What follows belongs to an exercise in optimizing a design on an open flow for small area; a production flow would make more cautious choices.
At most, simulation tests tie the RTL to the original design; equivalence was not proved.
Power figures rest on the tool's default switching activity, not on a simulated workload.

==> flow/design.v <==
module rst_cipher(
   input clk
  ,input rst_n
  ,input ptxt_valid
  ,input [11:0][7:0] key
  ,input [7:0] ptxt_char
  ,output [15:0] ctxt_str
  ,output reg ctxt_ready
  ,output reg err_invalid_ptxt_char
  ,output reg err_invalid_key
  ,output reg key_not_installed
);
  function automatic valid_char(input [7:0] c);
    valid_char = !c[7] && (c[6] ? (c[4:0] != 5'd0 && c[4:0] <= 5'd26)
                                : (c[5] && c[4] && c[3:0] <= 4'd9));
  endfunction
  function automatic [5:0] enc(input [7:0] c);
    enc[5] = c[4];
    enc[4] = !c[3] & c[6];
    enc[3] = c[6] ? c[0] : !c[1];
    enc[2] = c[6] ? c[1] : !c[2];
    enc[1] = c[6] ? c[2] : !c[3];
    enc[0] = c[6] ? c[5] : c[0];
  endfunction
  function automatic [5:0] rowcol(input [5:0] k);
    case (k)
      6'd16: rowcol = 6'b001010;
      6'd17: rowcol = 6'b001100;
      6'd18: rowcol = 6'b001001;
      6'd19: rowcol = 6'b001110;
      6'd20: rowcol = 6'b110000;
      6'd21: rowcol = 6'b110101;
      6'd22: rowcol = 6'b110010;
      6'd23: rowcol = 6'b110100;
      6'd24: rowcol = 6'b110001;
      6'd25: rowcol = 6'b110110;
      6'd33: rowcol = 6'b000000;
      6'd34: rowcol = 6'b000101;
      6'd35: rowcol = 6'b000010;
      6'd36: rowcol = 6'b000100;
      6'd37: rowcol = 6'b000001;
      6'd38: rowcol = 6'b000110;
      6'd39: rowcol = 6'b101000;
      6'd40: rowcol = 6'b101101;
      6'd41: rowcol = 6'b101010;
      6'd42: rowcol = 6'b101100;
      6'd43: rowcol = 6'b101001;
      6'd44: rowcol = 6'b101110;
      6'd45: rowcol = 6'b010000;
      6'd46: rowcol = 6'b010101;
      6'd47: rowcol = 6'b010010;
      6'd48: rowcol = 6'b010100;
      6'd49: rowcol = 6'b010001;
      6'd50: rowcol = 6'b010110;
      6'd51: rowcol = 6'b100000;
      6'd52: rowcol = 6'b100101;
      6'd53: rowcol = 6'b100010;
      6'd54: rowcol = 6'b100100;
      6'd55: rowcol = 6'b100001;
      6'd56: rowcol = 6'b100110;
      6'd57: rowcol = 6'b001000;
      6'd58: rowcol = 6'b001101;
      default: rowcol = 6'd0;
    endcase
  endfunction
  wire [11:0] kval;
  wire [11:0][5:0] kc;
  wire [11:0][5:0] ks;     
  wire [65:0][1:0] differ;
  genvar gi, gj;
  generate
    for (gi = 0; gi < 12; gi = gi + 1) begin : g_val
      assign kval[gi] = valid_char(key[gi]);
      assign kc[gi] = enc(key[gi]);
      assign ks[gi] = kc[gi] ^ 6'b010000;
    end
    for (gi = 0; gi < 12; gi = gi + 1) begin : g_a
      for (gj = gi + 1; gj < 12; gj = gj + 1) begin : g_b
        char_eq u_eq (
          .a(kc[gi]), .an(~kc[gi]), .b(kc[gj]), .bn(~kc[gj]),
          .ne(differ[gi * (23 - gi) / 2 + gj - gi - 1])
        );
      end
    end
  endgenerate
  reg distinct;
  integer p;
  always @(*) begin
    distinct = 1'b1;
    for (p = 0; p < 66; p = p + 1)
      distinct = distinct & (|differ[p]);
  end
  wire kv = (&kval) & distinct;
  wire pv = valid_char(ptxt_char);
  reg installed;
  reg rot2;                
  reg [1:0] rot3;          
  reg [5:0][5:0] trow;     
  reg [5:0][5:0] tcol;     
  reg [2:0] crow, ccol;    
  wire sub = pv & ptxt_valid & installed;
  wire [5:0] rc = rowcol({ptxt_char[6], ptxt_char[4:0]});
  always @(posedge clk or negedge rst_n)
    if (!rst_n) begin
      ctxt_ready <= 1'b0;
      err_invalid_key <= 1'b0;
      err_invalid_ptxt_char <= 1'b0;
      key_not_installed <= 1'b1;
      installed <= 1'b0;
      rot2 <= 1'b0;
      rot3 <= 2'd0;
    end else begin
      ctxt_ready <= sub;
      err_invalid_key <= !kv;
      err_invalid_ptxt_char <= !pv;
      key_not_installed <= !installed;
      if (kv) installed <= 1'b1;
      if (sub) begin
        rot2 <= !rot2;
        rot3 <= {rot3[0], !rot3[0] & !rot3[1]};
      end
    end
  always @(posedge clk) begin
    if (!installed) begin
      trow <= {ks[5], ks[7], ks[3], ks[9], ks[1], ks[11]};
      tcol <= {ks[4], ks[6], ks[2], ks[8], ks[0], ks[10]};
    end
    crow <= rc[5:3];
    ccol <= rc[2:0];
  end
  ctxt_out u_out (
    .trow(trow), .tcol(tcol), .crow(crow), .ccol(ccol), .rot2(rot2), .rot3(rot3),
    .rdy(ctxt_ready),
    .ctxt_str(ctxt_str)
  );
endmodule
module char_eq (
   input [5:0] a
  ,input [5:0] an
  ,input [5:0] b
  ,input [5:0] bn
  ,output [1:0] ne
);
  wire [5:0] same = ~((a | b) & (an | bn));
  assign ne = {~&same[5:3], ~&same[2:0]};
endmodule
module ctxt_out (
   input [5:0][5:0] trow
  ,input [5:0][5:0] tcol
  ,input [2:0] crow
  ,input [2:0] ccol
  ,input rot2
  ,input [1:0] rot3
  ,input rdy
  ,output [15:0] ctxt_str
);
  function automatic [1:0] sub3(input [1:0] a, input [1:0] b);
    case ({a, b})
      4'b0000, 4'b0101, 4'b1010: sub3 = 2'd0;
      4'b0100, 4'b1001, 4'b0010: sub3 = 2'd1;
      default:                   sub3 = 2'd2;
    endcase
  endfunction
  function automatic [5:0] lines(input [2:0] a, input k2, input [1:0] k3,
                                 input en);
    reg e;
    reg [1:0] s;
    integer p;
    e = a[2] ^ k2;
    s = sub3(a[1:0], k3);
    for (p = 0; p < 6; p = p + 1)
      lines[p] = en & (e != p[0]) & (s == (p % 3 + 2) % 3);
  endfunction
  function automatic [5:0] sel(input [5:0][5:0] t, input [5:0] l);
    integer i;
    sel = 6'd0;
    for (i = 0; i < 6; i = i + 1)
      sel = sel | (t[i] & {6{l[i]}});
  endfunction
  function automatic [7:0] dec(input [5:0] t, input en);
    reg dig;
    dig = t[5] & t[4] & (t[1] | (t[2] & t[3]));
    dec = dig ? {4'b0011, !t[1], !t[2], !t[3], t[0]}
              : {1'b0, en, t[0], t[5], t[4], t[1], t[2], t[3]};
  endfunction
  assign ctxt_str = {dec(sel(trow, lines(crow, rot2, rot3, rdy)), rdy),
                     dec(sel(tcol, lines(ccol, rot2, rot3, rdy)), rdy)};
endmodule
export LEC_CHECK = 0
export CAP_MARGIN = 20
export CORE_MARGIN = 2
export CORE_UTILIZATION = 50
export GPL_TIMING_DRIVEN = 0
export SLEW_MARGIN = 20
export SYNTH_HIERARCHICAL = 1
export SYNTH_MINIMUM_KEEP_SIZE = 0
create_clock -name core_clock -period 6.0 [get_ports {clk}]
standard.sh (not shown) runs the stock make flow with config.mk's settings and CLKGATE_MAP_FILE= SYNTH_SCRIPT=/design/flow/synth_recipe.tcl, a recipe that flattens the netlist after the stock synthesis.
==> flow/flow/run.sh <==
#!/bin/bash
# Layout flow: the standard ORFS flow with two changes:
#  - synthesis maps with an area-oriented ABC script (flow/abc.script)
#  - port buffers are sky130_fd_sc_hd__buf_1 cells
#  - clock tree: small clock buffers, no dummy loads
set -uo pipefail
W=$(pwd)
export MY_ABC_SCRIPT=$W/flow/abc.script
export CTS_ARGS="-sink_clustering_enable -repair_clock_nets -dont_use_dummy_load -buf_list sky130_fd_sc_hd__clkbuf_4 -root_buf sky130_fd_sc_hd__clkbuf_8"
make -C "$FLOW_HOME" DESIGN_CONFIG="$FLOW_CONFIG" WORK_HOME="$W/orfs" \
  CLKGATE_MAP_FILE= SYNTH_SCRIPT="$W/flow/synth.tcl" \
  BUFFER_PORTS_ARGS="-buffer_cell sky130_fd_sc_hd__buf_1" \
  finish > "$W/make.log" 2>&1
status=$?
R=$W/orfs/results/$FLOW_PLATFORM/rst_cipher/base
if [[ -f $R/6_final.odb ]]; then
  : # left out here: write the final layout as DEF
fi
exit $status
==> flow/flow/abc.script <==
&get -n
&st
&dch -f
&nf -a -R 1000
&put
topo
==> flow/flow/synth.tcl <==
# The standard flow's synthesis (synth_recipe.tcl), except that technology mapping runs
# the ABC script in MY_ABC_SCRIPT (area-oriented, no buffering or sizing)
proc synth {args} { yosys synth -nofsm -noshare {*}$args }
proc abc {args} {
  set i [lsearch -exact $args -script]
  if {$i >= 0 && [info exists ::env(MY_ABC_SCRIPT)]} {
    lset args [expr {$i + 1}] $::env(MY_ABC_SCRIPT)
  }
  puts "abc with: $args"
  yosys abc {*}$args
}
source $::env(SCRIPTS_DIR)/synth.tcl
# left out here: clear keep_hierarchy, flatten, clean up, hide names made inside functions, write 1_2_yosys.v
Edit:
--- a/flow/design.v
+++ b/flow/design.v
@@ -16,10 +16,10 @@
   endfunction
   function automatic [5:0] enc(input [7:0] c);
-    enc[5] = c[4];
-    enc[4] = !c[3] & c[6];
-    enc[3] = c[6] ? c[0] : !c[1];
-    enc[2] = c[6] ? c[1] : !c[2];
-    enc[1] = c[6] ? c[2] : !c[3];
-    enc[0] = c[6] ? c[5] : c[0];
+    enc[5] = c[6] ? c[5] : (c[3] ? c[0] : c[2]);
+    enc[4] = c[4];
+    enc[3] = c[3] | !c[6];
+    enc[2] = c[6] ? c[2] : !c[3];
+    enc[1] = c[1] | (!c[6] & c[3]);
+    enc[0] = c[0] | (!c[6] & c[3]);
   endfunction
   function automatic [5:0] rowcol(input [5:0] k);
@@ -66,5 +66,4 @@
   wire [11:0] kval;
   wire [11:0][5:0] kc;
-  wire [11:0][5:0] ks;     
   wire [65:0][1:0] differ;
   genvar gi, gj;
@@ -73,5 +72,4 @@
       assign kval[gi] = valid_char(key[gi]);
       assign kc[gi] = enc(key[gi]);
-      assign ks[gi] = kc[gi] ^ 6'b010000;
     end
     for (gi = 0; gi < 12; gi = gi + 1) begin : g_a
@@ -123,6 +121,6 @@
   always @(posedge clk) begin
     if (!installed) begin
-      trow <= {ks[5], ks[7], ks[3], ks[9], ks[1], ks[11]};
-      tcol <= {ks[4], ks[6], ks[2], ks[8], ks[0], ks[10]};
+      trow <= {kc[5], kc[7], kc[3], kc[9], kc[1], kc[11]};
+      tcol <= {kc[4], kc[6], kc[2], kc[8], kc[0], kc[10]};
     end
     crow <= rc[5:3];
@@ -178,11 +176,17 @@
       sel = sel | (t[i] & {6{l[i]}});
   endfunction
-  function automatic [7:0] dec(input [5:0] t, input en);
-    reg dig;
-    dig = t[5] & t[4] & (t[1] | (t[2] & t[3]));
-    dec = dig ? {4'b0011, !t[1], !t[2], !t[3], t[0]}
-              : {1'b0, en, t[0], t[5], t[4], t[1], t[2], t[3]};
+  function automatic [7:0] dec(input [5:0] e);
+    reg dig, dig8;
+    dig  = e[4] & e[3] & (e[2] | (e[1] & e[0]));
+    dig8 = dig & !e[2];
+    dec[7] = 1'b0;
+    dec[6] = !dig & (e != 6'd0);
+    dec[5] = dig | e[5];
+    dec[4] = e[4];
+    dec[3] = dig ? !e[2] : e[3];
+    dec[2] = e[2] & (!dig | e[5]);
+    dec[1] = e[1] & !dig8;
+    dec[0] = dig8 ? e[5] : e[0];
   endfunction
-  assign ctxt_str = {dec(sel(trow, lines(crow, rot2, rot3, rdy)), rdy),
-                     dec(sel(tcol, lines(ccol, rot2, rot3, rdy)), rdy)};
+  assign ctxt_str = {dec(sel(trow, lines(crow, rot2, rot3, rdy))), dec(sel(tcol, lines(ccol, rot2, rot3, rdy)))};
 endmodule
Result: First-iteration DRC count fell by a little under a tenth; hold slack is better by 0.0080 ns; cell count increases slightly; power falls slightly; routed wire length shrinks by a few percent; clock power rises by a few percent; count of clock-buffer cells in the layout is unchanged; critical path depth grows by 1; via count came out lower slightly; design area went down slightly; global-route usage came out lower by 2.7 points; flip-flop and latch count stays the same; die area is higher by a few percent; combinational power came out lower by a few percent.
No functional check of the RTL was part of the first run of this note.

---

// rst_cipher: RTL as listed in full above, without the edits since
Settings: LEC_CHECK=0, CAP_MARGIN=20, CORE_MARGIN=2, CORE_UTILIZATION=35, GPL_TIMING_DRIVEN=0, SLEW_MARGIN=20, SYNTH_HIERARCHICAL=1, SYNTH_MINIMUM_KEEP_SIZE=0; clock period 6.0 ns.
==> flow/flow/run.sh <==
#!/bin/bash
# Layout flow: the standard ORFS flow with two changes:
#  - synthesis maps with an area-oriented ABC script (flow/abc.script)
#  - port buffers are sky130_fd_sc_hd__buf_1 cells
#  - clock tree: small clock buffers, no dummy loads
set -uo pipefail
W=$(pwd)
export MY_ABC_SCRIPT=$W/flow/abc.script
export CTS_ARGS="-sink_clustering_enable -repair_clock_nets -dont_use_dummy_load -buf_list sky130_fd_sc_hd__clkbuf_8 -root_buf sky130_fd_sc_hd__clkbuf_8 -sink_clustering_size 24 -sink_clustering_max_diameter 120"
make -C "$FLOW_HOME" DESIGN_CONFIG="$FLOW_CONFIG" WORK_HOME="$W/orfs" \
  CLKGATE_MAP_FILE= SYNTH_SCRIPT="$W/flow/synth.tcl" \
  BUFFER_PORTS_ARGS="-buffer_cell sky130_fd_sc_hd__buf_1" \
  finish > "$W/make.log" 2>&1
status=$?
R=$W/orfs/results/$FLOW_PLATFORM/rst_cipher/base
if [[ -f $R/6_final.odb ]]; then
  : # left out here: write the final layout as DEF
fi
exit $status
Scripts as last shown in full above: flow/flow/abc.script, flow/flow/synth.tcl
Rerun with:
--- a/flow/design.v
+++ b/flow/design.v
@@ -16,10 +16,10 @@
   endfunction
   function automatic [5:0] enc(input [7:0] c);
-    enc[5] = c[4];
-    enc[4] = !c[3] & c[6];
-    enc[3] = c[6] ? c[0] : !c[1];
-    enc[2] = c[6] ? c[1] : !c[2];
-    enc[1] = c[6] ? c[2] : !c[3];
-    enc[0] = c[6] ? c[5] : c[0];
+    enc[5] = c[6] ? c[5] : (c[3] ? c[0] : c[2]);
+    enc[4] = c[4];
+    enc[3] = c[3] | !c[6];
+    enc[2] = c[6] ? c[2] : !c[3];
+    enc[1] = c[1] | (!c[6] & c[3]);
+    enc[0] = c[0] | (!c[6] & c[3]);
   endfunction
   function automatic [5:0] rowcol(input [5:0] k);
@@ -66,5 +66,4 @@
   wire [11:0] kval;
   wire [11:0][5:0] kc;
-  wire [11:0][5:0] ks;     
   wire [65:0][1:0] differ;
   genvar gi, gj;
@@ -73,5 +72,4 @@
       assign kval[gi] = valid_char(key[gi]);
       assign kc[gi] = enc(key[gi]);
-      assign ks[gi] = kc[gi] ^ 6'b010000;
     end
     for (gi = 0; gi < 12; gi = gi + 1) begin : g_a
@@ -123,6 +121,6 @@
   always @(posedge clk) begin
     if (!installed) begin
-      trow <= {ks[5], ks[7], ks[3], ks[9], ks[1], ks[11]};
-      tcol <= {ks[4], ks[6], ks[2], ks[8], ks[0], ks[10]};
+      trow <= {kc[5], kc[7], kc[3], kc[9], kc[1], kc[11]};
+      tcol <= {kc[4], kc[6], kc[2], kc[8], kc[0], kc[10]};
     end
     crow <= rc[5:3];
@@ -178,11 +176,17 @@
       sel = sel | (t[i] & {6{l[i]}});
   endfunction
-  function automatic [7:0] dec(input [5:0] t, input en);
-    reg dig;
-    dig = t[5] & t[4] & (t[1] | (t[2] & t[3]));
-    dec = dig ? {4'b0011, !t[1], !t[2], !t[3], t[0]}
-              : {1'b0, en, t[0], t[5], t[4], t[1], t[2], t[3]};
+  function automatic [7:0] dec(input [5:0] e);
+    reg dig, dig8;
+    dig  = e[4] & e[3] & (e[2] | (e[1] & e[0]));
+    dig8 = dig & !e[2];
+    dec[7] = 1'b0;
+    dec[6] = !dig & (e != 6'd0);
+    dec[5] = dig | e[5];
+    dec[4] = e[4];
+    dec[3] = dig ? !e[2] : e[3];
+    dec[2] = e[2] & (!dig | e[5]);
+    dec[1] = e[1] & !dig8;
+    dec[0] = dig8 ? e[5] : e[0];
   endfunction
-  assign ctxt_str = {dec(sel(trow, lines(crow, rot2, rot3, rdy)), rdy),
-                     dec(sel(tcol, lines(ccol, rot2, rot3, rdy)), rdy)};
+  assign ctxt_str = {dec(sel(trow, lines(crow, rot2, rot3, rdy))), dec(sel(tcol, lines(ccol, rot2, rot3, rdy)))};
 endmodule
What happened: Non-clock buffer count drops by 16. Clock-buffer cell count is unchanged. Core utilization decreases by 0.55 points. Setup slack got worse by 420 ps. Clock skew goes up by 10 ps. Sequential power hardly moves. Design area went down by 0.47%. Sequential share of layout area rose by 0.12 points.
Function not checked in the first run of this note: the RTL went through the layout flow alone.

-- separate check: timing with driven ports --
The flow's constraints put no driver on any port. The routed layouts listed below were extracted and timed again, unchanged, in two steps.
Step 1 assumes that a clkbuf_16 drives the clock port and a buf_2 every other input.
Step 2 moves the port delays by t, midway between the first and last clock arrival at a register: inputs arrive t later, outputs are due t later. That takes back most of the time a late clock gives input paths.
a / b / c = ideal ports / drivers / drivers and shift; a / b = the first two.
run | shift t [ns] | setup WS [ns] | clock arrival spread, ns | worst register clock-pin slew, ns | worst slew at a driven data input, ns
the first run of note 1 | 0.371 | 1.206 / 1.172 / 1.062 | 0.033 / 0.033 | 0.09 / 0.09 | 0.04
the second run of note 1 | 0.378 | 1.151 / 1.160 / 0.782 | 0.036 / 0.036 | 0.09 / 0.09 | 0.04
the first run of note 2 | 0.367 | 1.321 / 1.334 / 0.966 | 0.041 / 0.041 | 0.10 / 0.10 | 0.05
the second run of note 2 | 0.391 | 0.898 / 0.917 / 0.525 | 0.038 / 0.039 | 0.10 / 0.10 | 0.04
After both steps every run listed still meets setup and hold. For the second run of note 2, which loses most, drivers alone change the setup slack by +0.019 ns; drivers and shift together by -0.373 ns.
